This design comes from an exercise in tuning for small area, a short achievable clock period and few clock cycles on the open sky130 flow, not from production work. In this exercise RTL edits were held to simulation tests only and were not proved equivalent to the original. Power and IR drop assume default switching activity.

===== flow/config.mk =====
export PLATFORM = sky130hd
export DESIGN_NAME = peak_finder_fp
export DESIGN_NICKNAME = peak_finder_fp
export VERILOG_FILES = /design/flow/design.v
export SDC_FILE = /design/flow/constraint.sdc
export NUM_CORES = 4
export LEC_CHECK = 0
export CAP_MARGIN = 10
export CORE_MARGIN = 2
export CORE_UTILIZATION = 40
export CTS_BUF_LIST = sky130_fd_sc_hd__clkbuf_8
export SETUP_SLACK_MARGIN = 2.9
export SLEW_MARGIN = 10

===== flow/constraint.sdc =====
create_clock -name core_clock -period 5.0 [get_ports {clk}]
set_input_delay 1.0000 -clock core_clock [delete_from_list [all_inputs] [get_ports {clk}]]
set_output_delay 1.0000 -clock core_clock [all_outputs]
set_load 0.01 [all_outputs]

===== flow/design.v =====
module mag_cmp2 (
    input  wire [30:0] a,
    input  wire [30:0] b,
    output wire [3:0]  p       
);
    assign p = {a[30:15] > b[30:15], a[30:15] < b[30:15],
                a[14:0]  > b[14:0],  a[14:0]  < b[14:0]};
endmodule
module fp_class (
    input  wire [31:0] x,
    output wire [2:0]  c
);
    assign c = {x[31], (x[30:23] == 8'hff) && (x[22:0] != 0), x[30:23] == 8'h00};
endmodule
module fp_gt_s2 (
    input  wire [3:0] p,
    input  wire [2:0] ca,
    input  wire [2:0] cb,
    output wire       a_gt_b,
    output wire       b_gt_a
);
    wire gh = p[3], lh = p[2], gl = p[1], ll = p[0];
    wire mg = gh || (!lh && gl);
    wire ml = lh || (!gh && ll);
    wire sa = ca[2], sb = cb[2];
    wire ok = !ca[1] && !cb[1] && !(ca[0] && cb[0]);
    assign a_gt_b = ok && ((!sa && sb) || (!sa && !sb && mg) || (sa && sb && ml));
    assign b_gt_a = ok && ((sa && !sb) || (!sa && !sb && ml) || (sa && sb && mg));
endmodule
module peak_finder_fp (
    input clk,
    input rst_n,
    output reg [12:0] bram_addr,
    input wire [31:0] bram_data,
    output reg [0:0]  web,
    output wire [6:0] addrb,
    output wire [44:0] dinb,
    input wire [31:0] threshold,
    input wire        start,
    output reg        done
);
    localparam T_NONE = 3'd0, T_BF = 3'd1, T_B1 = 3'd2, T_BM = 3'd3, T_BL = 3'd4,
               T_TS = 3'd5, T_TP = 3'd6, T_FIN = 3'd7;
    localparam S_IDLE = 3'd0, S_BASE = 3'd1, S_RR = 3'd2, S_RRT = 3'd3,
               S_REP = 3'd4, S_FINW = 3'd5;
    localparam D_NB = 2'd0, D_TS = 2'd1, D_LNB = 2'd2, D_BF = 2'd3;
    reg [2:0] st;
    reg [2:0] tA, tB, tC, tD;
    reg [2:0] bc;           
    reg [2:0] cd;           
    reg [1:0] dt;           
    reg [6:0] off;          
    reg [12:0] E;           
    reg [31:0] r1;          
    reg [3:0]  pw, pt;      
    reg [2:0]  cw, cp, ct;  
    reg [12:0] widx;
    reg [5:0]  cnt;         
    reg        cand;
    reg        SF;          
    reg [3:0]  S;           
    reg        lastc;       
    reg        PF, PL;      
    reg [3:0]  PS;
    assign addrb = {1'b0, cnt};
    assign dinb  = {widx, r1};
    wire [3:0] pw_n, pt_n;
    mag_cmp2 m1w (.a(bram_data[30:0]), .b(r1[30:0]),        .p(pw_n));
    mag_cmp2 m1t (.a(bram_data[30:0]), .b(threshold[30:0]), .p(pt_n));
    wire [2:0] cw_n, ct_n;
    fp_class kw (.x(bram_data), .c(cw_n));
    fp_class kt (.x(threshold), .c(ct_n));
    wire f_wr, f_rw, f_wt, f_tw;
    fp_gt_s2 c2w (.p(pw), .ca(cw), .cb(cp), .a_gt_b(f_wr), .b_gt_a(f_rw));
    fp_gt_s2 c2t (.p(pt), .ca(cw), .cb(ct), .a_gt_b(f_wt), .b_gt_a(f_tw));
    wire confirm = (tC == T_TS) || ((tD == T_TP) && f_wr);
    wire term    = confirm && (cnt == 6'd34);
    wire bl_issue = (st == S_BASE) && (bc == 3'd1);
    wire op_ok    = (dt == D_TS) ? !cd[0] :
                    (dt == D_NB || dt == D_LNB) ? !cd[1] : 1'b1;
    wire rr_go    = (st == S_RR) && op_ok;
    wire xfer     = (tD == T_BF);
    wire pg0      = (E == 13'd893);
    wire pg0_n    = bl_issue ? (bram_addr == 13'd956) : pg0;
    wire phantom  = (E == 13'd8154);
    wire [3:0] PS_clr = {1'b0, PS[2] & PS[3], PS[1] & (|PS[3:2]), PS[0] & (|PS[3:1])};
    function [8:0] desc(input f, input [3:0] s, input l, input g0);
        casez ({f, s, l})
            6'b1?????: desc = {D_NB, g0 ? 7'd5 : 7'd6};
            6'b01????: desc = {D_TS, 7'd7};
            6'b001???: desc = {D_TS, 7'd8};
            6'b0001??: desc = {D_TS, 7'd9};
            6'b00001?: desc = {D_TS, 7'd10};
            6'b000001: desc = {D_LNB, 7'd12};
            default:   desc = {D_BF, 7'd113};
        endcase
    endfunction
    reg        PF_n, PL_n;
    reg [3:0]  PS_n;
    reg [1:0]  dt_n;
    reg [6:0]  off_n;
    always @(*) begin
        PF_n = PF; PS_n = PS; PL_n = PL;
        dt_n = dt; off_n = off;
        if (xfer) begin
            PF_n = SF; PS_n = S; PL_n = lastc;
            {dt_n, off_n} = desc(SF, S, lastc, pg0_n);
        end else if (rr_go) begin
            case (dt)
                D_NB: begin
                    PF_n = 1'b0;
                    dt_n = desc(1'b0, PS, PL, 1'b0) >> 7;
                    off_n = pg0 ? 7'd6 : 7'd7;
                end
                D_TS: begin
                    PS_n = PS_clr;
                    {dt_n, off_n} = desc(1'b0, PS_clr, PL, 1'b0);
                end
                D_LNB: begin
                    PL_n = 1'b0;
                    dt_n = D_BF;
                    off_n = 7'd11;
                end
                default: ;
            endcase
        end else if (st == S_REP) begin
            {dt_n, off_n} = desc(1'b0, PS, PL, 1'b0);
        end
    end
    wire [12:0] rel_addr = E + {6'd0, off};
    wire [12:0] inc_addr = bram_addr + 13'd1;
    always @(posedge clk) begin
        r1 <= bram_data;
        pw <= pw_n;
        pt <= pt_n;
        cw <= cw_n;
        cp <= cw;
        ct <= ct_n;
        PF <= PF_n;
        PS <= PS_n;
        PL <= PL_n;
        dt <= dt_n;
        off <= off_n;
        cd <= {1'b0, cd[2:1]};
        if (tA == T_TS || tB == T_TP) widx <= bram_addr;
        if (web) cnt <= cnt + 6'd1;
        case (tD)
            T_BF: begin
                S <= 4'd0;
                cand <= f_wt;
            end
            T_B1: begin
                SF <= cand & f_rw;
                cand <= f_wt & f_wr;
            end
            T_BM: begin
                S <= {S[2:0], cand & f_rw};
                cand <= f_wt & f_wr;
            end
            T_BL: begin
                S <= {S[2:0], cand & f_rw};
                lastc <= f_wt & f_wr;
            end
            default: ;
        endcase
        bram_addr <= (st == S_IDLE) ? 13'd899 : (st == S_BASE) ? inc_addr : rel_addr;
        case (st)
            S_IDLE: begin  
                bc <= 3'd5;
                SF <= 1'b0; S <= 4'd0; lastc <= 1'b0;
                cnt <= 6'd0;
            end
            S_BASE: begin
                bc <= bc - 3'd1;
                if (bc == 3'd1) E <= {inc_addr[12:6] - 7'd1, inc_addr[5:0]};
            end
            S_RR: begin
                if (op_ok) begin
                    case (dt)
                        D_TS: cd <= 3'b011;
                        D_BF: begin
                            if (!phantom) bc <= 3'd4;
                        end
                    endcase
                end
            end
            S_RRT: cd <= 3'b111;
            default: ;
        endcase
        if (!rst_n) begin
            st <= S_IDLE;
            tA <= T_NONE; tB <= T_NONE; tC <= T_NONE; tD <= T_NONE;
            web <= 1'b0;
            done <= 1'b0;
        end else begin
            if (st == S_IDLE) begin
                tB <= T_NONE;
                tC <= T_NONE;
                tD <= T_NONE;
            end else begin
                tB <= tA;
                tC <= tB;
                tD <= tC;
            end
            web <= confirm && (cnt != 6'd34);
            done <= ((st == S_FINW) && (tD == T_FIN)) || term;
            tA <= T_NONE;
            case (st)
                S_IDLE: begin
                    if (start) begin
                        tA <= T_BF;
                        st <= S_BASE;
                    end
                end
                S_BASE: begin
                    tA <= (bc == 3'd1) ? T_BL : (tA == T_BF) ? T_B1 : T_BM;
                    if (bc == 3'd1) st <= S_RR;
                end
                S_RR: begin
                    if (op_ok) begin
                        case (dt)
                            D_NB:  st <= S_RRT;
                            D_TS: tA <= T_TS;
                            D_LNB: st <= S_RRT;
                            default: begin
                                if (phantom) begin
                                    tA <= T_FIN;
                                    st <= S_FINW;
                                end else begin
                                    tA <= T_BF;
                                    st <= S_BASE;
                                end
                            end
                        endcase
                    end
                end
                S_RRT: begin
                    tA <= T_TP;
                    st <= S_REP;
                end
                S_REP: st <= S_RR;
                S_FINW: begin
                    if (tD == T_FIN) st <= S_IDLE;
                end
                default: st <= S_IDLE;
            endcase
            if (term) begin
                st <= S_IDLE;
                tA <= T_NONE;
            end
        end
    end
endmodule

===== flow/flow/run.sh =====
#!/bin/bash
# The standard layout (the standard.sh, standard synthesis unchanged), with
# the port buffers that placement inserts made of sky130_fd_sc_hd__buf_1
# instead of the resizer's default pick. Every port still gets its buffer.
set -euo pipefail
bash standard.sh "BUFFER_PORTS_ARGS=-buffer_cell sky130_fd_sc_hd__buf_1" finish > standard.log 2>&1

===== flow/standard.sh =====
#!/bin/bash
# synth_recipe.tcl (not shown) runs the flow's synth.tcl, then flattens the netlist and writes it again
# the make line also repeats each setting of config.mk as NAME=value (left out here)
make -C /OpenROAD-flow-scripts/flow DESIGN_CONFIG=/design/flow/config.mk WORK_HOME=/design/flow/orfs CLKGATE_MAP_FILE= SYNTH_SCRIPT=/design/flow/synth_recipe.tcl "${@:-finish}"

==> results of run 1 <==
## registers in the layout, summed over array words and instances (netlist names), 2 cells and up
name and count:
E 13, PS 4, S 4, bc 3, bram_addr 13, cd 3
cnt 6, cp 3, ct 3, cw 2, dt 2, off 5
pt 4, pw 4, r1 32, st 3, tA 3, tB 3
tC 3, tD 3, widx 13
## layer usage
metal | global-route usage, % | up-vias | part of all wire, % | wire length, um
met1 | 22.9 | 2763 | 45 | 7830
met5 | 0 | - | 0 | 0
met3 | 4.57 | 35 | 5.4 | 929
met4 | 6.87 | 0 | 2.3 | 389
met2 | 30.6 | 175 | 47 | 8070
li1 | - | 3048 | - | -
## repair_timing
action                                  4_1_cts  5_1_grt
pin swaps                                     3        7
gates cloned                                  0        0
buffers inserted                              7        7
hold buffers                                  0        0
endpoints found under the setup margin       41       41
gates resized for setup                      23       37
## cells in the final DEF (no fill, tap or decap), types with 17 or more instances in the layout
master,n
nand2_1,52
dfxtp_1,74
nand4_1,26
buf_1,129
and3_1,17
nor2_1,51
inv_1,76
nand3_1,23
xnor2_1,19
clkbuf_8,17
o21ai_0,33
ha_1,73
nor3_1,20
a21oi_1,37
edfxtp_1,42
## layout make-up
type	instances	area [um^2]	share of cell area (%)
clock buffer	17	234	2.71
clock inverter	15	129	1.49
inverter	77	292	3.38
multi-input combinational	533	3900	45.3
sequential	135	3170	36.7
tap	229	287	3.32
timing repair buffer	147	612	7.10
## path summary, 6_finish.rpt
check,to,slack [ns],cells after the start
worst min-delay path,cp[0],0.38,0
worst max register to register,off[0],2.98,6
worst min register to register,cp[0],0.38,0
worst max-delay path,bram_addr[6],2.97,1
## cell families after synthesis
| family | Yosys count | share of synthesized area (%) |
|---|---|---|
| mux | 5 | 0.693 |
| xor+xnor | 33 | 4.00 |
| flops | 135 | 43.2 |
| other cells | 1 | 0.0519 |
| compound gates | 151 | 13.5 |
| simple gates | 260 | 18.8 |
| fa+ha+maj | 83 | 14.4 |
| buf+inv | 97 | 5.32 |
## power groups by stage
stage | clock, mW | sequential, mW | combinational (mW)
after floorplan | 0 | 1.32 | 0.325
after global placement | 0 | 1.33 | 0.475
after detailed placement | 0 | 1.33 | 0.478
after CTS | 0.872 | 1.31 | 0.496
after global routing | 0.918 | 1.33 | 0.579
final | 0.849 | 1.32 | 0.509
==> impl_metrics.csv, run 1 <==
group,metric,value,unit
critical_path,slowest_delay,0.41,ns
synth,synth_area_leader_cell,"dfxtp_1",
global_routing,grt_first_pass_wirelength,28.7,mm
critical_path,cp_max_fo,8,
placed_design,dpl.hpwl,13.1,mm
power,p_per_area,310,nW/um^2
power,pwr-share-seq,49.3,%
die,ios,134,
synth,ys_ff_latch,135,
synth,ys.flop_type,"dfxtp_1",
synth,synth.most_common_cell,"dfxtp_1",
timing,worstMarginPinSlew,0.641,ns
critical_path,crit_start,"bram_addr[6]",
outcome,outcome,"finished clean",
placed_design,place.gp.congestion,0.859,
finish,nFillCells,1751,
timing,relSlewSlack,57.2,%
hold_path,hold_class,"flip-flop to flip-flop",
synth,netlist_area,7220,um^2
critical_path,start_kind,"flip-flop",
clock_tree,clockRootBuffer,"clkbuf_8",
timing,period_needed,2.03,ns
critical_path,crit_family,"flip-flops",
global_routing,grt_overflow,0,
synth,yosysSeqAreaShare,43.2,%
power,clkPwrFrac,31.7,%
power,combPwrFrac,19.0,%
finish,nets,1060,
finish,antenna_cells,0,
finish,fin_cells,1153,
timing,setup-violations-final,0,
placed_design,numPortBuffers,132,
flow_run,maxCapViolCount,0,
power,leakage,3.48,nW
synth,ys_types,67,
route,remaining_drc_errors,0,
synth,synth_top_area_share,25.8,%
critical_path,worst_r2r_startpoint,"st[0]",
route,drtAntennaViolNets,0,
global_routing,grtUsageTotal,18.3,%
route,drtIter0Drc,282,
timing,finClkSkew,0.0180,ns
route,wire_per_inst,14.9,um
clock_tree,clk_latency,0.47,ns
die,die_area,19200,um^2
synth,yosysWarnings,1,
route,drt-vias-per-instance,5.22,
power,p_sw,0.868,mW
synth,syn_inst,765,
die,dieHeight,138,um
synth,syn_avg_cell_area,9.44,um^2
clock_tree,path_clk_slew,0.09,ns
timing,fmax,493,MHz
placed_design,post-place-cells,1107,
route,dr.pass1.iters,5,
die,core_area,17800,um^2
synth,synth_edf_count,42,
synth,netlist_top_cells_area,"dfxtp_1 (26%), edfxtp_1 (17%), ha_1 (14%)",
synth,async_flop_share,0,%
power,p_int,1.81,mW
global_routing,first_global_vias,5958,
critical_path,cp_data_arrival_time,1.03,ns
timing,worst_hold_slack,0.384,ns
power,ir_drop,180,uV
power,fin_total_pwr,2.68,mW
finish,fin_area,8620,um^2
finish,fin_util,48.3,%
critical_path,required,4.00,ns
timing,grt_setup_unrepaired,"true",
power,swShare,32.4,%
clock_tree,ctsHtreeMaxLevel,4,
placed_design,dpl_cell_area,7990,um^2
timing,setup_tns,0,ns
route,num_vias,6021,
die,rows,49,
global_routing,antenna_found_initial,0,
die,start_util,40.5,%
timing,drv_slew,0,
finish,syn_to_final_growth,19.3,%
clock_tree,cts_sinks,135,
placed_design,post-place-ws,2.39,ns
synth,synth.net_count,914,
clock_tree,cts_tree,"done",
critical_path,crit_buf_inv,1,
die,die_w,138,um
timing,final_hold_viol_count,0,
synth,synth_commonest_cells,"dfxtp_1 (93), ha_1 (81), inv_1 (77)",
route,wirelength,17.2,mm
clock_tree,cts_buffers,17,
global_routing,grt_max_degree,18,
critical_path,path_cells,"buf_1",
timing,worst_slack,2.97,ns
finish,drive_gt1_share,11.7,%
critical_path,cp_slowest_cell,"dfxtp_4",
critical_path,end_kind,"output pin",
hold_path,min-delay-start,"cw[0]",
clock_tree,clk_path_buf_depth,2,
timing,fin_crit_sh,40.6,%
critical_path,criticalPathCategory,"flip-flop to output pin",
Testbench counts, summed over its fixed seeds: cycles 20,406.
==> inputs of run 2 (changes only) <==
--- a/flow/config.mk
+++ b/flow/config.mk
@@ -6,8 +6,8 @@
 export NUM_CORES = 4
 export LEC_CHECK = 0
-export CAP_MARGIN = 10
+export CAP_MARGIN = 0
 export CORE_MARGIN = 2
-export CORE_UTILIZATION = 40
+export CORE_UTILIZATION = 43
 export CTS_BUF_LIST = sky130_fd_sc_hd__clkbuf_8
 export SETUP_SLACK_MARGIN = 2.9
-export SLEW_MARGIN = 10
+export SLEW_MARGIN = 0
==> run 2 against run 1 <==
Critical path type is now flip-flop to flip-flop. Global-route usage up 1.7 points. Sequential cell count unchanged. Area after synthesis unchanged. Sequential power about the same.
==> impl_metrics.csv, run 2 <==
group,metric,value,unit
outcome,outcome,"finished clean",
placed_design,place.gp.congestion,0.830,
synth,synth_top_area_share,25.8,%
route,remaining_drc_errors,0,
power,leakage,3.51,nW
critical_path,required,5.30,ns
die,dieHeight,134,um
critical_path,criticalPathCategory,"flip-flop to flip-flop",
critical_path,end_kind,"flip-flop",
power,ir_drop,176,uV
global_routing,antenna_found_initial,0,
timing,drv_slew,0,
finish,fin_cells,1149,
timing,fin_crit_sh,41.5,%
finish,largest_reg_flops,32,
finish,final_common_cell,"buf_1",
route,num_vias,6073,
finish,regMostFlops,"r1",
clock_tree,cts_buffers,17,
route,drt-vias-per-instance,5.29,
synth,synth_commonest_cells,"dfxtp_1 (93), ha_1 (81), inv_1 (77)",
die,die_w,134,um
route,dr.pass1.iters,4,
finish,antenna_cells,0,
timing,worstMarginPinSlew,1.15,ns
timing,relSlewSlack,22.7,%
synth,synth_area_leader_cell,"dfxtp_1",
clock_tree,clockRootBuffer,"clkbuf_8",
synth,synth.net_count,914,
clock_tree,clk_latency,0.45,ns
timing,final_hold_viol_count,0,
global_routing,top_usage_layer,"met2",
hold_path,hold_class,"flip-flop to flip-flop",
global_routing,grt_first_pass_wirelength,28.2,mm
clock_tree,ctsHoldBuffers,0,
synth,async_flop_share,0,%
synth,synth.most_common_cell,"dfxtp_1",
clock_tree,clk_path_buf_depth,2,
route,drtIter0Drc,233,
die,core_area,16500,um^2
critical_path,cp_max_fo,3,
placed_design,numPortBuffers,132,
critical_path,cp_data_arrival_time,2.37,ns
die,ios,134,
synth,ys_types,67,
finish,final_cell_mix,"buf_1 (129), inv_1 (78), dfxtp_1 (77)",
global_routing,use_met1,26.6,%
die,rows,47,
power,p_per_area,312,nW/um^2
global_routing,global_route.usage.met2,32.5,%
critical_path,start_kind,"flip-flop",
timing,period_needed,2.08,ns
timing,worst_slack,2.92,ns
synth,netlist_area,7220,um^2
synth,netlist_top_cells_area,"dfxtp_1 (26%), edfxtp_1 (17%), ha_1 (14%)",
timing,finClkSkew,0.0115,ns
synth,syn_inst,765,
global_routing,grt_max_degree,18,
synth,ys.flop_type,"dfxtp_1",
finish,fin_util,52.4,%
die,start_util,43.7,%
timing,fmax,482,MHz
global_routing,first_global_vias,5671,
clock_tree,ctsHtreeMaxLevel,4,
global_routing,grt_overflow,0,
timing,grt_setup_unrepaired,"true",
clock_tree,path_clk_slew,0.08,ns
placed_design,dpl.hpwl,13.1,mm
synth,syn_avg_cell_area,9.44,um^2
finish,nets,1065,
timing,setup_tns,0,ns
die,die_area,17900,um^2
finish,syn_to_final_growth,19.9,%
timing,setup-violations-final,0,
clock_tree,cts_sinks,135,
route,drtAntennaViolNets,0,
synth,synth_edf_count,42,
synth,yosysWarnings,1,
synth,yosysSeqAreaShare,43.2,%
clock_tree,cts_tree,"done",
global_routing,use_met3,4.26,%
flow_run,maxCapViolCount,0,
global_routing,grtUsageTotal,20.0,%
placed_design,post-place-cells,1097,
route,wire_per_inst,15.1,um
route,wirelength,17.3,mm
synth,ys_ff_latch,135,
finish,drive_gt1_share,11.9,%
placed_design,post-place-ws,2.44,ns
run 2: cell counts after synthesis:
Identical to the previous run, type by type.
run 2: per-layer routing:
layer / wire (um) / share of wire, % / vias up
li1: - / - / 3056
met2: 8340 / 48 / 173
met5: 0 / 0 / -
met3: 814 / 4.7 / 23
met1: 7920 / 46 / 2821
met4: 273 / 1.6 / 0
run 2: worst paths after layout:
kind / startpoint / to / slack [ns] / cells past startpoint
max: E[0] / bram_addr[6] / 2.92 / 8
min reg2reg: cw[1] / cp[1] / 0.38 / 0
min: cw[1] / cp[1] / 0.38 / 0
max reg2reg: E[0] / bram_addr[6] / 2.92 / 8
run 2: cell families after synthesis:
group | Yosys count | synth area share (%)
AND/OR/NAND/NOR | 260 | 18.8
multiplexers | 5 | 0.693
other | 1 | 0.0519
adder cells (fa/ha/maj) | 83 | 14.4
flip-flops | 135 | 43.2
buffers and inverters | 97 | 5.32
AO/OA/AOI/OAI | 151 | 13.5
XOR/XNOR | 33 | 4.00
run 2: area by class of cell:
type                       instances  area [um^2]
clock buffer                      18          248
clock inverter                    14          135
sequential                       135         3150
tap                              220          275
fill                            1571         7860
inverter                          77          292
multi-input combinational        533         3910
timing repair buffer             152          649
run 2: power by group:
group	total, mW	internal (mW)	switching [mW]
sequential	1.32	1.23	0.0878
combinational	0.508	0.214	0.294
clock	0.879	0.450	0.429
total	2.71	1.89	0.811
run 2: stage by stage:
| stage | cell area, um^2 | hold WS (ns) | total power, mW |
|---|---|---|---|
| 3_3_place_gp | 7970 | 0.370 | 1.81 |
| 6_report | 8660 | 0.376 | 2.71 |
| 2_1_floorplan | 7290 | 0.351 | 1.65 |
| 3_5_place_dp | 7970 | 0.367 | 1.81 |
| 4_1_cts | 8460 | 0.378 | 2.71 |
| 5_1_grt | 8660 | 0.391 | 2.87 |
run 2: worst max-delay path: stages (launching register included):
cell,delay [ns]
edfxtp_1,0.44
ha_2,0.22
fa_2,0.37
a21o_1,0.18
a21oi_2,0.17
o21bai_1,0.11
a21oi_2,0.15
xor2_1,0.18
o22ai_1,0.10
run 2: what timing repair did:
item,in CTS,in global routing
setup buffers,6,14
setup endpoints to repair,43,38
gates resized for setup,25,28
pin swaps,4,8
==> inputs of run 3 (changes only) <==
--- a/flow/config.mk
+++ b/flow/config.mk
@@ -8,5 +8,5 @@
 export CAP_MARGIN = 0
 export CORE_MARGIN = 2
-export CORE_UTILIZATION = 43
+export CORE_UTILIZATION = 37
 export CTS_BUF_LIST = sky130_fd_sc_hd__clkbuf_8
 export SETUP_SLACK_MARGIN = 2.9
==> run 3 against run 2 <==
Area after synthesis is the same. Sequential power is essentially flat. Critical path type is now flip-flop to output pin. Largest cell class unchanged. Cell area grew 0.82%. Wire length shrank 0.82%. Sequential share of layout area shrank 0.23 points. Register-to-register slack gained 0.07 ns. Worst setup slack gained 0.038 ns. Power grew 2.3%. First-iteration DRC count shrank 0.86%. Critical path depth shrank 7. Synthesized cell count is the same. Still clean.
==> impl_metrics.csv, run 3 <==
group,metric,value,unit
outcome,outcome,"finished clean",
global_routing,grtUsageTotal,17.1,%
power,ir_drop,174,uV
die,core_area,19300,um^2
synth,yosysSeqAreaShare,43.2,%
clock_tree,cts_sinks,135,
power,p_per_area,317,nW/um^2
timing,final_hold_viol_count,0,
clock_tree,path_clk_slew,0.09,ns
finish,nets,1065,
placed_design,place.gp.congestion,0.825,
synth,async_flop_share,0,%
route,drtIter0Drc,231,
route,num_vias,5983,
placed_design,dpl.hpwl,13.1,mm
synth,yosysWarnings,1,
finish,largest_reg_flops,32,
critical_path,crit_buf_inv,1,
synth,synth_area_leader_cell,"dfxtp_1",
timing,fmax,491,MHz
critical_path,criticalPathCategory,"flip-flop to output pin",
clock_tree,cts_tree,"done",
timing,setup-violations-final,0,
finish,fin_util,45.2,%
route,drtAntennaViolNets,0,
die,ios,134,
timing,worstMarginPinSlew,0.673,ns
critical_path,cp_max_fo,7,
global_routing,grt_first_pass_wirelength,27.9,mm
timing,fin_crit_sh,40.7,%
timing,finClkSkew,0.0171,ns
finish,fin_cells,1194,
route,wirelength,17.2,mm
synth,synth.most_common_cell,"dfxtp_1",
critical_path,cp_data_arrival_time,1.04,ns
global_routing,top_usage_layer,"met2",
timing,period_needed,2.04,ns
global_routing,grt_max_degree,18,
finish,final_cell_mix,"buf_1 (128), inv_1 (76), dfxtp_1 (74)",
critical_path,required,4.00,ns
clock_tree,cts_buffers,17,
critical_path,end_kind,"output pin",
timing,grt_setup_unrepaired,"true",
synth,ys_ff_latch,135,
route,drt-vias-per-instance,5.01,
critical_path,crit_family,"flip-flops",
synth,syn_avg_cell_area,9.44,um^2
clock_tree,ctsHtreeMaxLevel,4,
clock_tree,clk_latency,0.45,ns
clock_tree,ctsHoldBuffers,0,
critical_path,path_cells,"buf_1",
timing,worst_hold_slack,0.378,ns
die,rows,51,
route,remaining_drc_errors,0,
finish,final_common_cell,"buf_1",
die,die_area,20700,um^2
finish,regMostFlops,"r1",
synth,netlist_area,7220,um^2
clock_tree,clk_path_buf_depth,2,
critical_path,start_kind,"flip-flop",
placed_design,numPortBuffers,132,
critical_path,slowest_delay,0.42,ns
placed_design,post-place-cells,1143,
timing,drv_slew,0,
route,wire_per_inst,14.4,um
synth,ys.flop_type,"dfxtp_1",
die,dieHeight,144,um
global_routing,use_met3,3.97,%
global_routing,use_met1,21.6,%
synth,synth_top_area_share,25.8,%
global_routing,grt_overflow,0,
timing,relSlewSlack,55.1,%
synth,synth_commonest_cells,"dfxtp_1 (93), ha_1 (81), inv_1 (77)",
route,dr.pass1.iters,4,
finish,antenna_cells,0,
hold_path,hold_class,"flip-flop to flip-flop",
finish,drive_gt1_share,12.4,%
clock_tree,clockRootBuffer,"clkbuf_8",
die,start_util,37.4,%
synth,syn_inst,765,
global_routing,global_route.usage.met2,29.0,%
finish,syn_to_final_growth,20.9,%
synth,netlist_top_cells_area,"dfxtp_1 (26%), edfxtp_1 (17%), ha_1 (14%)",
power,leakage,3.52,nW
global_routing,antenna_found_initial,0,
timing,setup_tns,0,ns
die,die_w,144,um
global_routing,first_global_vias,5743,
synth,ys_types,67,
synth,synth_edf_count,42,
flow_run,maxCapViolCount,0,
synth,synth.net_count,914,
critical_path,cp_slowest_cell,"dfxtp_2",
==> run 3: layer usage <==
metal / vias to the layer above / routed length (um)
met3: 15 / 919
li1: 3047 / -
met5: - / 0
met1: 2747 / 7890
met4: 0 / 245
met2: 174 / 8140
==> run 3: cell type report <==
type                       instances  area (um^2)
clock inverter                    15          175
timing repair buffer             152          651
inverter                          77          292
fill                            1905        10600
multi-input combinational        533         3890
tap                              265          332
clock buffer                      17          234
sequential                       135         3160
==> run 3: logic make-up (layout without fill, tap and decap cells) <==
family          count (synthesis)  count (layout)  synth area share (%)
fa+ha+maj                      83              83                  14.4
xor+xnor                       33              33                  4.00
mux                             5               5                 0.693
simple gates                  260             260                  18.8
other cells                     1               1                0.0519
flops                         135             135                  43.2
compound gates                151             151                  13.5
buf+inv                        97             261                  5.32
==> run 3: metrics by stage <==
step / worst slack (ns) / instance area (um^2) / total power, mW
finish: 2.96 / 8730 / 2.77
global route: 2.89 / 8730 / 2.93
CTS: 2.90 / 8560 / 2.78
detailed placement: 2.42 / 8030 / 1.81
global placement: 2.47 / 8030 / 1.81
floorplan: 2.79 / 7290 / 1.65
==> run 3: path summary, 6_finish.rpt <==
check | start | end | slack [ns] | cells past startpoint
setup reg to reg | E[0] | bram_addr[6] | 2.99 | 8
setup / recovery | r1[31] | dinb[31] | 2.96 | 1
hold / removal | cw[1] | cp[1] | 0.38 | 0
hold reg to reg | cw[1] | cp[1] | 0.38 | 0
==> run 3: what timing repair did <==
item / in CTS / in global routing
endpoints found under the setup margin: 42 / 39
gates resized for setup: 25 / 31
buffers inserted: 7 / 12
pin swaps: 4 / 8
==> run 3: power by group <==
part | internal [mW] | total [mW] | leakage [nW] | switching, mW
registers | 1.23 | 1.32 | 1.15 | 0.0838
logic | 0.219 | 0.518 | 2.16 | 0.299
clock network | 0.424 | 0.934 | 0.202 | 0.511
==> inputs of run 4 (changes only) <==
--- a/flow/config.mk
+++ b/flow/config.mk
@@ -8,6 +8,6 @@
 export CAP_MARGIN = 0
 export CORE_MARGIN = 2
-export CORE_UTILIZATION = 37
+export CORE_UTILIZATION = 40
 export CTS_BUF_LIST = sky130_fd_sc_hd__clkbuf_8
-export SETUP_SLACK_MARGIN = 2.9
+export SETUP_SLACK_MARGIN = 2.95
 export SLEW_MARGIN = 0
==> run 4 against run 3 <==
Count of clock-buffer cells in the layout stayed put. Synthesized cell count stayed put. Wire length is 1.7% higher. Area after synthesis stayed put. Worst setup slack better by 0.033 ns. Cell count is 1.9% lower. Core utilization is 5.1 points higher. Non-clock buffer count is 13 higher. Clock power is 6.7% higher. Clock skew is 0.00073 ns higher. Highest routed layer unchanged.
==> impl_metrics.csv, run 4 <==
group,metric,value,unit
synth,syn_avg_cell_area,9.44,um^2
critical_path,end_kind,"flip-flop",
power,leakage,3.66,nW
flow_run,maxCapViolCount,0,
clock_tree,clk_path_buf_depth,2,
die,core_area,17800,um^2
timing,worstMarginPinSlew,0.688,ns
synth,ys_ff_latch,135,
critical_path,start_kind,"flip-flop",
finish,regMostFlops,"r1",
power,clkPwrFrac,34.9,%
finish,fin_util,50.3,%
route,num_vias,6147,
clock_tree,path_clk_slew,0.09,ns
clock_tree,ctsHoldBuffers,0,
timing,fin_crit_sh,40.1,%
timing,setup_tns,0,ns
global_routing,grt_overflow,0,
finish,final_cell_mix,"buf_1 (109), inv_1 (74), dfxtp_1 (71)",
finish,nFillCells,1661,
power,swShare,30.5,%
synth,ys_types,67,
finish,nets,1078,
placed_design,numPortBuffers,132,
die,ios,134,
critical_path,criticalPathCategory,"flip-flop to flip-flop",
outcome,outcome,"finished clean",
hold_path,worstHoldPathCells,0,
clock_tree,cts_buffers,17,
die,die_w,138,um
global_routing,antenna_found_initial,0,
synth,async_flop_share,0,%
route,wire_per_inst,14.9,um
global_routing,grt_max_degree,18,
power,pwr-share-seq,46.1,%
synth,synth_top_area_share,25.8,%
synth,synth.net_count,914,
power,p_sw,0.873,mW
route,wirelength,17.5,mm
synth,yosysSeqAreaShare,43.2,%
critical_path,reg2regPathDepth,7,
timing,worst_slack,3.00,ns
placed_design,post-place-ws,2.42,ns
placed_design,post-place-cells,1107,
global_routing,first_global_vias,5761,
placed_design,dpl.hpwl,13.0,mm
critical_path,required,5.31,ns
power,ir_drop,193,uV
finish,syn_to_final_growth,24.2,%
synth,syn_inst,765,
timing,relSlewSlack,54.1,%
clock_tree,clockRootBuffer,"clkbuf_8",
synth,netlist_area,7220,um^2
timing,fmax,499,MHz
finish,antenna_cells,0,
timing,setup-violations-final,0,
critical_path,cp_data_arrival_time,2.32,ns
synth,synth_edf_count,42,
synth,ys.flop_type,"dfxtp_1",
global_routing,grtUsageTotal,18.0,%
timing,grt_setup_unrepaired,"true",
clock_tree,clk_latency,0.45,ns
clock_tree,ctsHtreeMaxLevel,4,
placed_design,place.gp.congestion,0.848,
synth,synth_commonest_cells,"dfxtp_1 (93), ha_1 (81), inv_1 (77)",
power,combPwrFrac,19.0,%
finish,drive_gt1_share,17.4,%
timing,finClkSkew,0.0179,ns
clock_tree,cts_tree,"done",
hold_path,hold_class,"flip-flop to flip-flop",
synth,synth_area_leader_cell,"dfxtp_1",
die,start_util,40.5,%
route,remaining_drc_errors,0,
die,dieHeight,138,um
timing,period_needed,2.00,ns
timing,drv_slew,0,
route,drtAntennaViolNets,0,
die,rows,49,
power,p_per_area,319,nW/um^2
synth,yosysWarnings,1,
route,drt-vias-per-instance,5.25,
global_routing,grt_first_pass_wirelength,28.2,mm
power,fin_total_pwr,2.86,mW
finish,fin_cells,1171,
die,die_area,19200,um^2
clock_tree,cts_sinks,135,
finish,final_common_cell,"buf_1",
finish,largest_reg_flops,32,
critical_path,cp_max_fo,3,
timing,final_hold_viol_count,0,
synth,netlist_top_cells_area,"dfxtp_1 (26%), edfxtp_1 (17%), ha_1 (14%)",
route,drtIter0Drc,332,
route,dr.pass1.iters,5,
synth,synth.most_common_cell,"dfxtp_1",
power,p_int,1.99,mW
run 4: cell counts after synthesis:
No cell type changed its count.
run 4: worst paths after layout:
path / slack (ns) / from / endpoint
setup / recovery: 3.00 / off[5] / bram_addr[12]
hold / removal: 0.39 / cw[1] / cp[1]
setup reg to reg: 3.00 / off[5] / bram_addr[12]
hold reg to reg: 0.39 / cw[1] / cp[1]
run 4: stage by stage:
stage          hold slack, ns  instance area [um^2]
2_1_floorplan           0.351                  7320
3_3_place_gp            0.369                  8010
5_1_grt                 0.402                  8970
4_1_cts                 0.387                  8650
3_5_place_dp            0.371                  8010
6_report                0.389                  8970
run 4: cell type report:
| type | instances | area [um^2] | area share, % |
|---|---|---|---|
| multi-input combinational | 533 | 4000 | 44.6 |
| clock inverter | 15 | 210 | 2.34 |
| tap | 229 | 287 | 3.19 |
| timing repair buffer | 165 | 772 | 8.60 |
| sequential | 135 | 3180 | 35.4 |
| clock buffer | 17 | 234 | 2.61 |
| inverter | 77 | 292 | 3.25 |
run 4: cells by family after synthesis:
logic type	count (synthesis)	share of synthesized area (%)
adders and majority gates	83	14.4
xor gates and xnor gates	33	4.00
and+or+nand+nor	260	18.8
buffers and inverters	97	5.32
DFF	135	43.2
other	1	0.0519
muxes	5	0.693
AOI/OAI and AO/OA	151	13.5
run 4: what timing repair did:
| action | 4_1_cts | 5_1_grt |
|---|---|---|
| setup buffers | 11 | 21 |
| gates resized for setup | 45 | 54 |
| endpoints found under the setup margin | 66 | 51 |
| pin swaps | 6 | 14 |
run 4: metal layers:
layer	GRT usage (%)	vias up	routed length, um
met4	5.53	0	274
met3	4.05	23	930
met5	0	-	0
li1	-	3081	-
met1	23.3	2855	7860
met2	30.2	188	8430
run 4: power groups by stage:
stage | Clock (mW) | Combinational [mW] | Sequential (mW)
3_5_place_dp | 0 | 0.482 | 1.33
4_1_cts | 1.02 | 0.507 | 1.31
6_report | 0.997 | 0.543 | 1.32
3_3_place_gp | 0 | 0.482 | 1.33
5_1_grt | 1.07 | 0.610 | 1.33
2_1_floorplan | 0 | 0.327 | 1.32
run 4: worst max-delay path, cell delays in order (launching register included):
cell and delay, ns:
edfxtp_1 0.51, buf_4 0.19, ha_1 0.21, or3_4 0.34, o21ba_2 0.28, nor3_1 0.07
xnor2_1 0.15, o22ai_1 0.11
==> inputs of run 5 (changes only) <==
--- a/flow/config.mk
+++ b/flow/config.mk
@@ -10,4 +10,5 @@
 export CORE_UTILIZATION = 40
 export CTS_BUF_LIST = sky130_fd_sc_hd__clkbuf_8
-export SETUP_SLACK_MARGIN = 2.95
+export PLACE_DENSITY = 0.65
+export SETUP_SLACK_MARGIN = 2.9
 export SLEW_MARGIN = 0
==> run 5 against run 4 <==
Largest cell class unchanged. Combinational power shrank 6.8%. Sequential cell count is the same. First-iteration DRC count shrank 17%. Cell count shrank 2.0%. Wire length shrank 3.5%. Critical path type is now flip-flop to output pin. Highest routed layer unchanged.
==> impl_metrics.csv, run 5 <==
group,metric,value,unit
outcome,outcome,"finished clean",
critical_path,end_kind,"output pin",
critical_path,reg2regPathDepth,8,
global_routing,grt_max_degree,18,
critical_path,worst_r2r_startpoint,"bram_addr[0]",
finish,fin_area,8610,um^2
finish,largest_reg_flops,32,
route,wirelength,16.9,mm
clock_tree,clk_path_buf_depth,2,
hold_path,min-delay-start,"cw[0]",
critical_path,slowest_delay,0.44,ns
global_routing,grt_first_pass_wirelength,27.6,mm
timing,grt_setup_unrepaired,"true",
global_routing,grtUsageTotal,17.6,%
route,num_vias,5966,
placed_design,place.gp.congestion,0.877,
critical_path,path_cells,"buf_1",
die,die_w,138,um
synth,syn_avg_cell_area,9.44,um^2
hold_path,hold_class,"flip-flop to flip-flop",
timing,fmax,484,MHz
critical_path,cp.depth,1,
placed_design,post-place-ws,2.39,ns
die,start_util,40.5,%
synth,synth_area_leader_cell,"dfxtp_1",
placed_design,dpl.hpwl,12.9,mm
finish,drive_gt1_share,10.2,%
global_routing,antenna_found_initial,0,
synth,async_flop_share,0,%
synth,synth_commonest_cells,"dfxtp_1 (93), ha_1 (81), inv_1 (77)",
clock_tree,cts_buffers,17,
hold_path,worstHoldPathCells,0,
finish,final_common_cell,"buf_1",
die,dieHeight,138,um
power,pwr-share-seq,47.7,%
critical_path,required,4.00,ns
finish,final_cell_mix,"buf_1 (130), dfxtp_1 (79), inv_1 (76)",
critical_path,cp_slowest_cell,"dfxtp_2",
timing,fin_crit_sh,41.3,%
route,drtIter0Drc,275,
synth,synth_edf_count,42,
synth,netlist_top_cells_area,"dfxtp_1 (26%), edfxtp_1 (17%), ha_1 (14%)",
power,swShare,31.1,%
route,dr.pass1.iters,4,
finish,syn_to_final_growth,19.1,%
finish,regMostFlops,"r1",
critical_path,crit_buf_inv,1,
timing,final_hold_viol_count,0,
synth,yosysWarnings,1,
critical_path,rr_endpoint,"E[12]",
timing,worst_slack,2.94,ns
synth,ys_ff_latch,135,
global_routing,grt_overflow,0,
clock_tree,clk_latency,0.45,ns
clock_tree,ctsHoldBuffers,0,
clock_tree,ctsHtreeMaxLevel,4,
route,wire_per_inst,14.7,um
critical_path,endpoint,"bram_addr[6]",
global_routing,first_global_vias,5729,
synth,synth_top_area_share,25.8,%
power,clkPwrFrac,33.9,%
timing,period_needed,2.06,ns
timing,setup_tns,0,ns
placed_design,numPortBuffers,132,
synth,yosysSeqAreaShare,43.2,%
flow_run,maxCapViolCount,0,
timing,finClkSkew,0.0120,ns
power,leakage,3.47,nW
timing,drv_slew,0,
synth,netlist_area,7220,um^2
critical_path,cp_max_fo,8,
die,die_area,19200,um^2
clock_tree,cts_sinks,135,
synth,syn_inst,765,
finish,antenna_cells,0,
clock_tree,clockRootBuffer,"clkbuf_8",
finish,nets,1055,
power,p_per_area,319,nW/um^2
critical_path,rrSetupSlack,2.95,ns
timing,worstMarginPinSlew,0.686,ns
placed_design,dpl_cell_area,7990,um^2
critical_path,crit_family,"flip-flops",
route,drt-vias-per-instance,5.20,
die,ios,134,
clock_tree,path_clk_slew,0.09,ns
synth,synth.most_common_cell,"dfxtp_1",
route,drtAntennaViolNets,0,
synth,ys.flop_type,"dfxtp_1",
critical_path,criticalPathCategory,"flip-flop to output pin",
die,rows,49,
critical_path,crit_start,"bram_addr[6]",
critical_path,cp_data_arrival_time,1.06,ns
critical_path,start_kind,"flip-flop",
die,core_area,17800,um^2
power,combPwrFrac,18.4,%
power,ir_drop,183,uV
clock_tree,cts_tree,"done",
timing,setup-violations-final,0,
power,p_sw,0.854,mW
power,p_int,1.90,mW
synth,ys_types,67,
route,remaining_drc_errors,0,
synth,synth.net_count,914,
timing,relSlewSlack,54.2,%
-- run 5: cell count changes in the layout (fill, tap and decap cells not counted), moves of 3 or more --
cell / delta
clkbuf_2: -19
ha_4: -5
dfxtp_1: +8
ha_1: +8
buf_1: +21
dfxtp_4: -9
ha_2: -3
buf_4: -24
-- run 5: logic make-up (layout without fill, tap and decap cells) --
kind of cell / count (synthesis) / in the layout / synth area share, %
xor+xnor: 33 / 33 / 4.00
mux: 5 / 5 / 0.693
compound gates: 151 / 151 / 13.5
other cells: 1 / 1 / 0.0519
fa+ha+maj: 83 / 83 / 14.4
buf+inv: 97 / 251 / 5.32
flops: 135 / 135 / 43.2
simple gates: 260 / 260 / 18.8
-- run 5: through the flow --
step / hold slack, ns / power, mW / instances / utilization [%]
3_3_place_gp: 0.363 / 1.80 / 1107 / 44.8
6_report: 0.380 / 2.75 / 1148 / 48.2
3_5_place_dp: 0.366 / 1.81 / 1107 / 44.8
4_1_cts: 0.384 / 2.75 / 1146 / 47.6
2_1_floorplan: 0.351 / 1.65 / 765 / -
5_1_grt: 0.399 / 2.90 / 1148 / 48.2
-- run 5: power groups by stage --
stage	combinational (mW)	clock [mW]	sequential, mW
after floorplan	0.325	0	1.32
after global placement	0.475	0	1.33
after detailed placement	0.479	0	1.33
after CTS	0.496	0.950	1.31
after global routing	0.572	1.00	1.32
final	0.506	0.931	1.31
-- run 5: worst min path at each step --
| stage | slack (ns) | to |
|---|---|---|
| 2_1_floorplan | 0.35 | cp[1] |
| 3_3_place_gp | 0.36 | cp[1] |
| 3_5_place_dp | 0.37 | cp[1] |
| 4_1_cts | 0.38 | cp[0] |
| 5_1_grt | 0.40 | cp[0] |
| 6_report | 0.38 | cp[0] |
-- run 5: layout make-up --
type                            instances  area [um^2]
Multi-Input combinational cell        533         3890
Tap cell                              229          287
Clock inverter                         15          169
Sequential cell                       135         3150
Timing Repair Buffer                  142          586
Inverter                               77          292
Fill cell                            1685         9230
Clock buffer                           17          234
-- run 5: layer usage --
layer | global-route usage, % | part of all wire, % | routed length, um
met1 | 22.7 | 46 | 7720
met3 | 3.43 | 5.1 | 862
met2 | 29.5 | 47 | 7920
met5 | 0 | 0 | 0
met4 | 6.50 | 2.2 | 364
-- run 5: what timing repair did --
| action | CTS | global route |
|---|---|---|
| endpoints found under the setup margin | 37 | 41 |
| pin swaps | 4 | 8 |
| buffers inserted | 7 | 2 |
| resized for setup | 19 | 27 |
==> inputs of run 6 (changes only) <==
--- a/flow/config.mk
+++ b/flow/config.mk
@@ -10,5 +10,5 @@
 export CORE_UTILIZATION = 40
 export CTS_BUF_LIST = sky130_fd_sc_hd__clkbuf_8
-export PLACE_DENSITY = 0.65
+export GPL_TIMING_DRIVEN = 0
 export SETUP_SLACK_MARGIN = 2.9
 export SLEW_MARGIN = 0
==> run 6 against run 5 <==
Clock power shrank 13%. Cell area increased by 1.4%. Core utilization increased by 0.69 points. Critical path depth grew 7. Sequential share of layout area shrank 0.35 points. Worst hold slack lost 0.0081 ns. First-iteration DRC count fell by 15%. Register-to-register slack about the same. Wire length is 1.1% higher. Largest power group unchanged.
==> impl_metrics.csv, run 6 <==
group,metric,value,unit
outcome,outcome,"finished clean",
clock_tree,clk_path_buf_depth,2,
synth,syn_avg_cell_area,9.44,um^2
synth,ys.flop_type,"dfxtp_1",
placed_design,numPortBuffers,132,
finish,largest_reg_flops,32,
die,dieHeight,138,um
synth,ys_ff_latch,135,
clock_tree,ctsHtreeMaxLevel,4,
route,drtIter0Drc,233,
timing,fin_crit_sh,40.8,%
route,drt-vias-per-instance,5.19,
clock_tree,clockRootBuffer,"clkbuf_8",
synth,synth.net_count,914,
hold_path,hold_class,"flip-flop to flip-flop",
finish,final_cell_mix,"buf_1 (126), inv_1 (76), dfxtp_1 (75)",
global_routing,antenna_found_initial,0,
route,drtAntennaViolNets,0,
critical_path,criticalPathCategory,"flip-flop to flip-flop",
synth,synth_commonest_cells,"dfxtp_1 (93), ha_1 (81), inv_1 (77)",
clock_tree,ctsHoldBuffers,0,
clock_tree,cts_tree,"done",
synth,synth_top_area_share,25.8,%
synth,async_flop_share,0,%
timing,finClkSkew,0.0150,ns
global_routing,first_global_vias,5908,
finish,regMostFlops,"r1",
timing,setup_tns,0,ns
synth,yosysWarnings,1,
timing,relSlewSlack,65.3,%
synth,synth_area_leader_cell,"dfxtp_1",
die,die_area,19200,um^2
critical_path,end_kind,"flip-flop",
synth,syn_inst,765,
finish,fin_cells,1173,
power,p_per_area,304,nW/um^2
finish,syn_to_final_growth,20.9,%
critical_path,start_kind,"flip-flop",
global_routing,grt_overflow,0,
timing,period_needed,2.04,ns
timing,fmax,491,MHz
route,dr.pass1.iters,4,
power,leakage,3.52,nW
die,start_util,40.5,%
synth,netlist_top_cells_area,"dfxtp_1 (26%), edfxtp_1 (17%), ha_1 (14%)",
clock_tree,cts_sinks,135,
finish,nets,1080,
route,wire_per_inst,14.5,um
synth,yosysSeqAreaShare,43.2,%
timing,drv_slew,0,
critical_path,cp_data_arrival_time,2.24,ns
synth,ys_types,67,
placed_design,place.gp.congestion,0.859,
clock_tree,clk_latency,0.45,ns
synth,synth.most_common_cell,"dfxtp_1",
synth,synth_edf_count,42,
global_routing,grtUsageTotal,18.1,%
global_routing,grt_first_pass_wirelength,28.3,mm
finish,final_common_cell,"buf_1",
clock_tree,path_clk_slew,0.09,ns
route,wirelength,17.1,mm
finish,antenna_cells,0,
die,ios,134,
clock_tree,cts_buffers,17,
power,fin_total_pwr,2.65,mW
timing,grt_setup_unrepaired,"true",
die,die_w,138,um
timing,setup-violations-final,0,
finish,drive_gt1_share,12.4,%
route,num_vias,6092,
timing,final_hold_viol_count,0,
die,rows,49,
global_routing,grt_max_degree,17,
placed_design,dpl.hpwl,13.1,mm
die,core_area,17800,um^2
flow_run,maxCapViolCount,0,
critical_path,cp_max_fo,7,
placed_design,post-place-cells,1127,
route,remaining_drc_errors,0,
power,ir_drop,178,uV
synth,netlist_area,7220,um^2
critical_path,required,5.20,ns
timing,worstMarginPinSlew,0.520,ns
[run 6: what timing repair did]
item / in CTS / in global routing
hold endpoints to repair: 0 / 0
endpoints found under the setup margin: 43 / 48
pin swaps: 4 / 13
buffers inserted: 6 / 8
gates resized for setup: 25 / 40
[run 6: worst paths after layout]
| check | start | to | slack [ns] | depth (start not counted) |
|---|---|---|---|---|
| worst min-delay path | cw[1] | cp[1] | 0.37 | 0 |
| worst max-delay path | bram_addr[0] | E[12] | 2.96 | 8 |
| worst max register to register | bram_addr[0] | E[12] | 2.96 | 8 |
| worst min register to register | cw[1] | cp[1] | 0.37 | 0 |
[run 6: area by class of cell]
class	count	area, um^2
fill	1729	9110
clock inverter	14	101
timing repair buffer	147	616
inverter	77	292
multi-input combinational	533	3930
tap	229	287
buffer	20	96.3
sequential	135	3160
clock buffer	18	248
[run 6: cell families (layout without fill, tap and decap cells)]
| kind of cell | Yosys count | after routing | synth area share [%] |
|---|---|---|---|
| flops | 135 | 135 | 43.2 |
| fa+ha+maj | 83 | 83 | 14.4 |
| compound gates | 151 | 151 | 13.5 |
| buf+inv | 97 | 276 | 5.32 |
| mux | 5 | 5 | 0.693 |
| other cells | 1 | 1 | 0.0519 |
| simple gates | 260 | 260 | 18.8 |
| xor+xnor | 33 | 33 | 4.00 |
[run 6: per-stage QoR]
stage | hold WS [ns] | utilization [%] | setup slack (ns) | area (um^2)
after floorplan | 0.351 | - | 2.79 | 7290
after global placement | 0.364 | 45.2 | 2.34 | 8070
after detailed placement | 0.363 | 45.3 | 2.34 | 8080
after CTS | 0.374 | 47.8 | 2.84 | 8530
after global routing | 0.381 | 48.9 | 2.85 | 8730
final | 0.372 | 48.9 | 2.96 | 8730
[run 6: critical path, cell delays in order (launching register included)]
cell and delay [ns]:
dfxtp_4 0.39, ha_2 0.22, nand3_2 0.12, nor2_2 0.18, xnor2_2 0.18, ha_2 0.25
and3_4 0.19, nand3_1 0.10, xor2_1 0.17
[run 6: metal layers]
metal  track usage [%]  vias to the layer above  wire length, um
met5                 0                        -                0
met4              6.50                        0              307
met3              4.50                       21              772
met2              30.3                      161             8180
met1              22.7                     2827             7800
li1                  -                     3083                -
[run 6: power breakdown]
part | total (mW) | switching, mW | internal [mW]
Sequential | 1.31 | 0.0753 | 1.23
Clock | 0.810 | 0.452 | 0.358
Combinational | 0.537 | 0.312 | 0.225
==> inputs of run 7 (changes only) <==
--- a/flow/config.mk
+++ b/flow/config.mk
@@ -10,5 +10,4 @@
 export CORE_UTILIZATION = 40
 export CTS_BUF_LIST = sky130_fd_sc_hd__clkbuf_8
-export GPL_TIMING_DRIVEN = 0
 export SETUP_SLACK_MARGIN = 2.9
 export SLEW_MARGIN = 0
==> run 7 against run 6 <==
Core utilization down 0.61 points. Global-route usage rose by 0.24 points. Combinational power is 5.2% lower. First-iteration DRC count is 21% higher. Sequential cell count did not move. Die area unchanged. Clock power rose by 4.8%.
==> impl_metrics.csv, run 7 <==
group,metric,value,unit
outcome,outcome,"finished clean",
route,remaining_drc_errors,0,
finish,final_cell_mix,"buf_1 (129), inv_1 (76), dfxtp_1 (74)",
timing,period_needed,2.03,ns
power,p_int,1.81,mW
power,p_per_area,310,nW/um^2
power,leakage,3.48,nW
synth,synth.net_count,914,
route,drtAntennaViolNets,0,
clock_tree,path_clk_slew,0.09,ns
hold_path,hold_end,"cp[0]",
critical_path,cp_data_arrival_time,1.03,ns
hold_path,hold_class,"flip-flop to flip-flop",
power,clkPwrFrac,31.7,%
die,rows,49,
die,die_w,138,um
power,swShare,32.4,%
power,ir_drop,180,uV
finish,drive_gt1_share,11.7,%
die,start_util,40.5,%
hold_path,min-delay-start,"cw[0]",
placed_design,numPortBuffers,132,
power,pwr-share-seq,49.3,%
synth,syn_inst,765,
route,dr.pass1.iters,5,
critical_path,rr_endpoint,"off[0]",
synth,ys_ff_latch,135,
global_routing,grt_overflow,0,
critical_path,start_kind,"flip-flop",
finish,regMostFlops,"r1",
route,wire_per_inst,14.9,um
power,p_sw,0.868,mW
flow_run,maxCapViolCount,0,
route,drt-vias-per-instance,5.22,
die,dieHeight,138,um
finish,nFillCells,1751,
critical_path,reg2regPathDepth,6,
global_routing,grt_max_degree,18,
synth,async_flop_share,0,%
global_routing,grt_first_pass_wirelength,28.7,mm
route,wirelength,17.2,mm
synth,synth_top_area_share,25.8,%
timing,grt_setup_unrepaired,"true",
synth,yosysSeqAreaShare,43.2,%
critical_path,worst_r2r_startpoint,"st[0]",
synth,synth.most_common_cell,"dfxtp_1",
power,combPwrFrac,19.0,%
timing,worstMarginPinSlew,0.641,ns
synth,synth_area_leader_cell,"dfxtp_1",
critical_path,crit_buf_inv,1,
timing,drv_slew,0,
placed_design,place.gp.congestion,0.859,
synth,synth_commonest_cells,"dfxtp_1 (93), ha_1 (81), inv_1 (77)",
critical_path,cp_slowest_cell,"dfxtp_4",
critical_path,cp_max_fo,8,
clock_tree,cts_sinks,135,
power,fin_total_pwr,2.68,mW
placed_design,dpl.hpwl,13.1,mm
timing,final_hold_viol_count,0,
critical_path,crit_family,"flip-flops",
critical_path,criticalPathCategory,"flip-flop to output pin",
global_routing,first_global_vias,5958,
synth,ys_types,67,
finish,regArea,3170,um^2
critical_path,required,4.00,ns
clock_tree,clk_latency,0.47,ns
hold_path,worstHoldPathCells,0,
finish,syn_to_final_growth,19.3,%
route,drtIter0Drc,282,
finish,multi_input_area,3900,um^2
timing,setup_tns,0,ns
critical_path,slowest_delay,0.41,ns
timing,setup-violations-final,0,
finish,largest_reg_flops,32,
synth,yosysWarnings,1,
clock_tree,clk_path_buf_depth,2,
clock_tree,ctsHoldBuffers,0,
clock_tree,clockRootBuffer,"clkbuf_8",
finish,nets,1060,
synth,syn_avg_cell_area,9.44,um^2
die,ios,134,
finish,fin_util,48.3,%
synth,netlist_top_cells_area,"dfxtp_1 (26%), edfxtp_1 (17%), ha_1 (14%)",
global_routing,grtUsageTotal,18.3,%
timing,relSlewSlack,57.2,%
finish,antenna_cells,0,
timing,fmax,493,MHz
die,core_area,17800,um^2
critical_path,path_cells,"buf_1",
synth,netlist_area,7220,um^2
finish,final_common_cell,"buf_1",
clock_tree,cts_buffers,17,
synth,ys.flop_type,"dfxtp_1",
critical_path,rrSetupSlack,2.98,ns
clock_tree,cts_tree,"done",
clock_tree,ctsHtreeMaxLevel,4,
timing,fin_crit_sh,40.6,%
die,die_area,19200,um^2
route,num_vias,6021,
global_routing,antenna_found_initial,0,
timing,finClkSkew,0.0180,ns
synth,synth_edf_count,42,
critical_path,end_kind,"output pin",
==> run 7: repair_timing <==
action                     CTS  global route
setup endpoints to repair   41            41
pin swaps                    3             7
resized for setup           23            37
buffers inserted             7             7
==> run 7: cell families (layout without fill, tap and decap cells) <==
kind of cell	Yosys count	count (layout)	synth area share [%]
fa+ha+maj	83	83	14.4
xor+xnor	33	33	4.00
compound gates	151	151	13.5
simple gates	260	260	18.8
other cells	1	1	0.0519
flops	135	135	43.2
buf+inv	97	256	5.32
mux	5	5	0.693
==> run 7: metal layers <==
| layer | GRT usage, % | part of all wire, % | vias up |
|---|---|---|---|
| met3 | 4.57 | 5.4 | 35 |
| met2 | 30.6 | 47 | 175 |
| li1 | - | - | 3048 |
| met1 | 22.9 | 45 | 2763 |
| met5 | 0 | 0 | - |
| met4 | 6.87 | 2.3 | 0 |
==> run 7: worst max-delay path by stage <==
stage	startpoint	end	slack, ns	cells after the start
after floorplan	bram_data[9]	pt[1]	2.79	7
after global placement	bram_data[9]	pt[1]	2.46	8
after detailed placement	dt[1]	off[0]	2.39	6
after CTS	st[0]	off[0]	2.80	6
after global routing	st[0]	off[0]	2.85	6
final	bram_addr[6]	bram_addr[6]	2.97	1
==> run 7: power by group through the flow <==
stage	clock (mW)	combinational (mW)	sequential (mW)
global placement	0	0.475	1.33
floorplan	0	0.325	1.32
global route	0.918	0.579	1.33
finish	0.849	0.509	1.32
CTS	0.872	0.496	1.31
detailed placement	0	0.478	1.33
==> run 7: final cells by class <==
class,count,area share (%)
multi-input cells,533,45.3
clock inverters,15,1.49
well taps,229,3.32
repair buffers,147,7.10
clock buffers,17,2.71
flip-flops and latches,135,36.7
inverters,77,3.38
==> run 7: through the flow <==
step / cells / hold slack (ns) / cell area, um^2 / worst slack, ns
2_1_floorplan: 765 / 0.351 / 7290 / 2.79
3_3_place_gp: 1107 / 0.368 / 7990 / 2.46
3_5_place_dp: 1107 / 0.376 / 7990 / 2.39
4_1_cts: 1146 / 0.388 / 8460 / 2.80
5_1_grt: 1153 / 0.400 / 8620 / 2.85
6_report: 1153 / 0.384 / 8620 / 2.97
==> inputs of run 8 (changes only) <==
--- a/flow/config.mk
+++ b/flow/config.mk
@@ -9,5 +9,5 @@
 export CORE_MARGIN = 2
 export CORE_UTILIZATION = 40
-export CTS_BUF_LIST = sky130_fd_sc_hd__clkbuf_8
+export CTS_BUF_LIST = sky130_fd_sc_hd__clkbuf_8 sky130_fd_sc_hd__clkbuf_16
 export SETUP_SLACK_MARGIN = 2.9
 export SLEW_MARGIN = 0
==> run 8 against run 7 <==
Still clean on timing, DRC and antenna. Sequential cell count did not move. Die area unchanged. Maximum frequency decreased by 1.6%. Core utilization up 1.1 points. Critical path type is now input port to flip-flop. Highest routed layer unchanged.
==> impl_metrics.csv, run 8 <==
group,metric,value,unit
critical_path,required,5.31,ns
flow_run,maxCapViolCount,0,
timing,fin_crit_sh,41.2,%
synth,ys_types,67,
route,remaining_drc_errors,0,
synth,yosysWarnings,1,
placed_design,place.gp.congestion,0.859,
power,fin_total_pwr,3.02,mW
timing,worstMarginPinSlew,0.665,ns
critical_path,cp_data_arrival_time,2.37,ns
clock_tree,clockRootBuffer,"clkbuf_16",
route,wire_per_inst,15.1,um
synth,synth_edf_count,42,
placed_design,post-place-cells,1107,
timing,final_hold_viol_count,0,
clock_tree,cts_tree,"done",
clock_tree,path_clk_slew,0.06,ns
route,dr.pass1.iters,6,
power,p_per_area,343,nW/um^2
power,swShare,30.4,%
finish,final_common_cell,"buf_1",
clock_tree,ctsHoldBuffers,0,
synth,synth.net_count,914,
critical_path,end_kind,"flip-flop",
clock_tree,cts_sinks,135,
synth,synth_commonest_cells,"dfxtp_1 (93), ha_1 (81), inv_1 (77)",
synth,ys_ff_latch,135,
die,dieHeight,138,um
power,p_int,2.11,mW
route,drtIter0Drc,289,
route,wirelength,17.4,mm
synth,netlist_top_cells_area,"dfxtp_1 (26%), edfxtp_1 (17%), ha_1 (14%)",
synth,yosysSeqAreaShare,43.2,%
placed_design,post-place-ws,2.39,ns
synth,syn_avg_cell_area,9.44,um^2
synth,synth_top_area_share,25.8,%
timing,drv_slew,0,
clock_tree,ctsHtreeMaxLevel,4,
finish,fin_area,8820,um^2
global_routing,grt_max_degree,18,
global_routing,grtUsageTotal,18.5,%
timing,worst_slack,2.94,ns
timing,relSlewSlack,55.6,%
route,num_vias,6031,
power,combPwrFrac,17.2,%
finish,drive_gt1_share,11.3,%
placed_design,numPortBuffers,132,
placed_design,dpl.hpwl,13.1,mm
finish,antenna_cells,0,
critical_path,cp_max_fo,4,
die,die_w,138,um
finish,largest_reg_flops,32,
finish,final_cell_mix,"buf_1 (128), dfxtp_1 (82), inv_1 (76)",
finish,nets,1063,
die,core_area,17800,um^2
power,ir_drop,275,uV
critical_path,criticalPathCategory,"input port to flip-flop",
timing,setup_tns,0,ns
placed_design,dpl_cell_area,7990,um^2
global_routing,first_global_vias,6018,
die,rows,49,
power,clkPwrFrac,39.2,%
power,leakage,3.59,nW
critical_path,start_kind,"input port",
timing,worst_hold_slack,0.380,ns
critical_path,crit_start,"bram_data[8]",
clock_tree,cts_buffers,17,
critical_path,worst_r2r_startpoint,"st[0]",
synth,ys.flop_type,"dfxtp_1",
finish,syn_to_final_growth,22.1,%
power,pwr-share-seq,43.6,%
timing,period_needed,2.06,ns
finish,regMostFlops,"r1",
outcome,outcome,"finished clean",
finish,fin_util,49.5,%
synth,synth_area_leader_cell,"dfxtp_1",
die,die_area,19200,um^2
clock_tree,clk_path_buf_depth,2,
route,drt-vias-per-instance,5.22,
power,p_sw,0.918,mW
die,ios,134,
timing,setup-violations-final,0,
finish,nFillCells,1717,
synth,syn_inst,765,
clock_tree,clk_latency,0.43,ns
route,drtAntennaViolNets,0,
global_routing,antenna_found_initial,0,
finish,fin_cells,1156,
timing,fmax,485,MHz
synth,netlist_area,7220,um^2
timing,finClkSkew,0.00983,ns
synth,synth.most_common_cell,"dfxtp_1",
global_routing,grt_first_pass_wirelength,28.9,mm
hold_path,min-delay-start,"cw[0]",
synth,async_flop_share,0,%
hold_path,hold_class,"flip-flop to flip-flop",
die,start_util,40.5,%
timing,grt_setup_unrepaired,"true",
global_routing,grt_overflow,0,
run 8: final timing paths:
kind	end	slack (ns)	cells after the start
worst max-delay path	pt[1]	2.94	7
worst max register to register	dt[1]	2.96	6
worst min-delay path	cp[0]	0.38	0
worst min register to register	cp[0]	0.38	0
run 8: metal layers:
metal	track usage, %	routed length, um
met5	0	0
met4	7.52	346
met3	4.43	848
met2	31.0	8250
met1	23.0	7960
run 8: cell families (layout without fill, tap and decap cells):
family          Yosys count  after routing  synth area share (%)
compound gates          151            151                  13.5
xor+xnor                 33             33                  4.00
fa+ha+maj                83             83                  14.4
buf+inv                  97            259                  5.32
flops                   135            135                  43.2
mux                       5              5                 0.693
other cells               1              1                0.0519
simple gates            260            260                  18.8
run 8: worst max-delay path: stages:
cell and delay, ns:
buf_1 0.23, ha_4 0.25, a41oi_2 0.18, a21oi_1 0.11
o41ai_2 0.35, o31a_1 0.20, nor2_1 0.05
run 8: cell type report:
class / count / area [um^2] / share of cell area [%]
flip-flops and latches: 135 / 3140 / 35.6
multi-input cells: 533 / 3920 / 44.4
repair buffers: 150 / 636 / 7.20
clock buffers: 17 / 425 / 4.82
well taps: 229 / 287 / 3.25
inverters: 77 / 292 / 3.30
clock inverters: 15 / 129 / 1.46
run 8: repair_timing:
action / 4_1_cts / 5_1_grt
buffers inserted: 9 / 8
resized for setup: 24 / 24
setup endpoints to repair: 39 / 29
pin swaps: 5 / 7
hold endpoints to repair: 0 / 0
run 8: power by group through the flow:
| stage | logic, mW | clock network [mW] | registers [mW] |
|---|---|---|---|
| global route | 0.588 | 1.25 | 1.33 |
| detailed placement | 0.478 | 0 | 1.33 |
| finish | 0.520 | 1.18 | 1.32 |
| global placement | 0.475 | 0 | 1.33 |
| CTS | 0.499 | 1.21 | 1.31 |
| floorplan | 0.325 | 0 | 1.32 |

-- re-timing with driven ports --
No port has a modelled driver above. Below, the same layouts with a new extraction and two added sets of constraints.
Step 1: set_driving_cell puts a clkbuf_16 on clk and a buf_2 on each other input, an assumption about the parent block.
Step 2 times the ports against the registers' clock, not the clock port: input delays grow and output delays shrink by t, the midpoint of the rising clock arrivals with the driver on.
Slacks: ideal ports / drivers / drivers and shift; pairs: ideal ports / drivers.
run | shift t [ns] | setup slack, ns | worst data-port slew with drivers (ns)
run 1 | 0.497 | 2.971 / 2.930 / 2.509 | 0.05
run 2 | 0.479 | 2.924 / 2.921 / 2.533 | 0.05
run 3 | 0.480 | 2.963 / 2.923 / 2.580 | 0.05
run 4 | 0.486 | 2.995 / 2.955 / 2.538 | 0.04
run 5 | 0.483 | 2.935 / 2.897 / 2.548 | 0.05
run 6 | 0.476 | 2.961 / 2.933 / 2.514 | 0.04
run 7 | 0.497 | 2.971 / 2.930 / 2.509 | 0.05
run 8 | 0.469 | 2.939 / 2.910 / 2.495 | 0.05
After both steps every run listed still meets setup and hold.
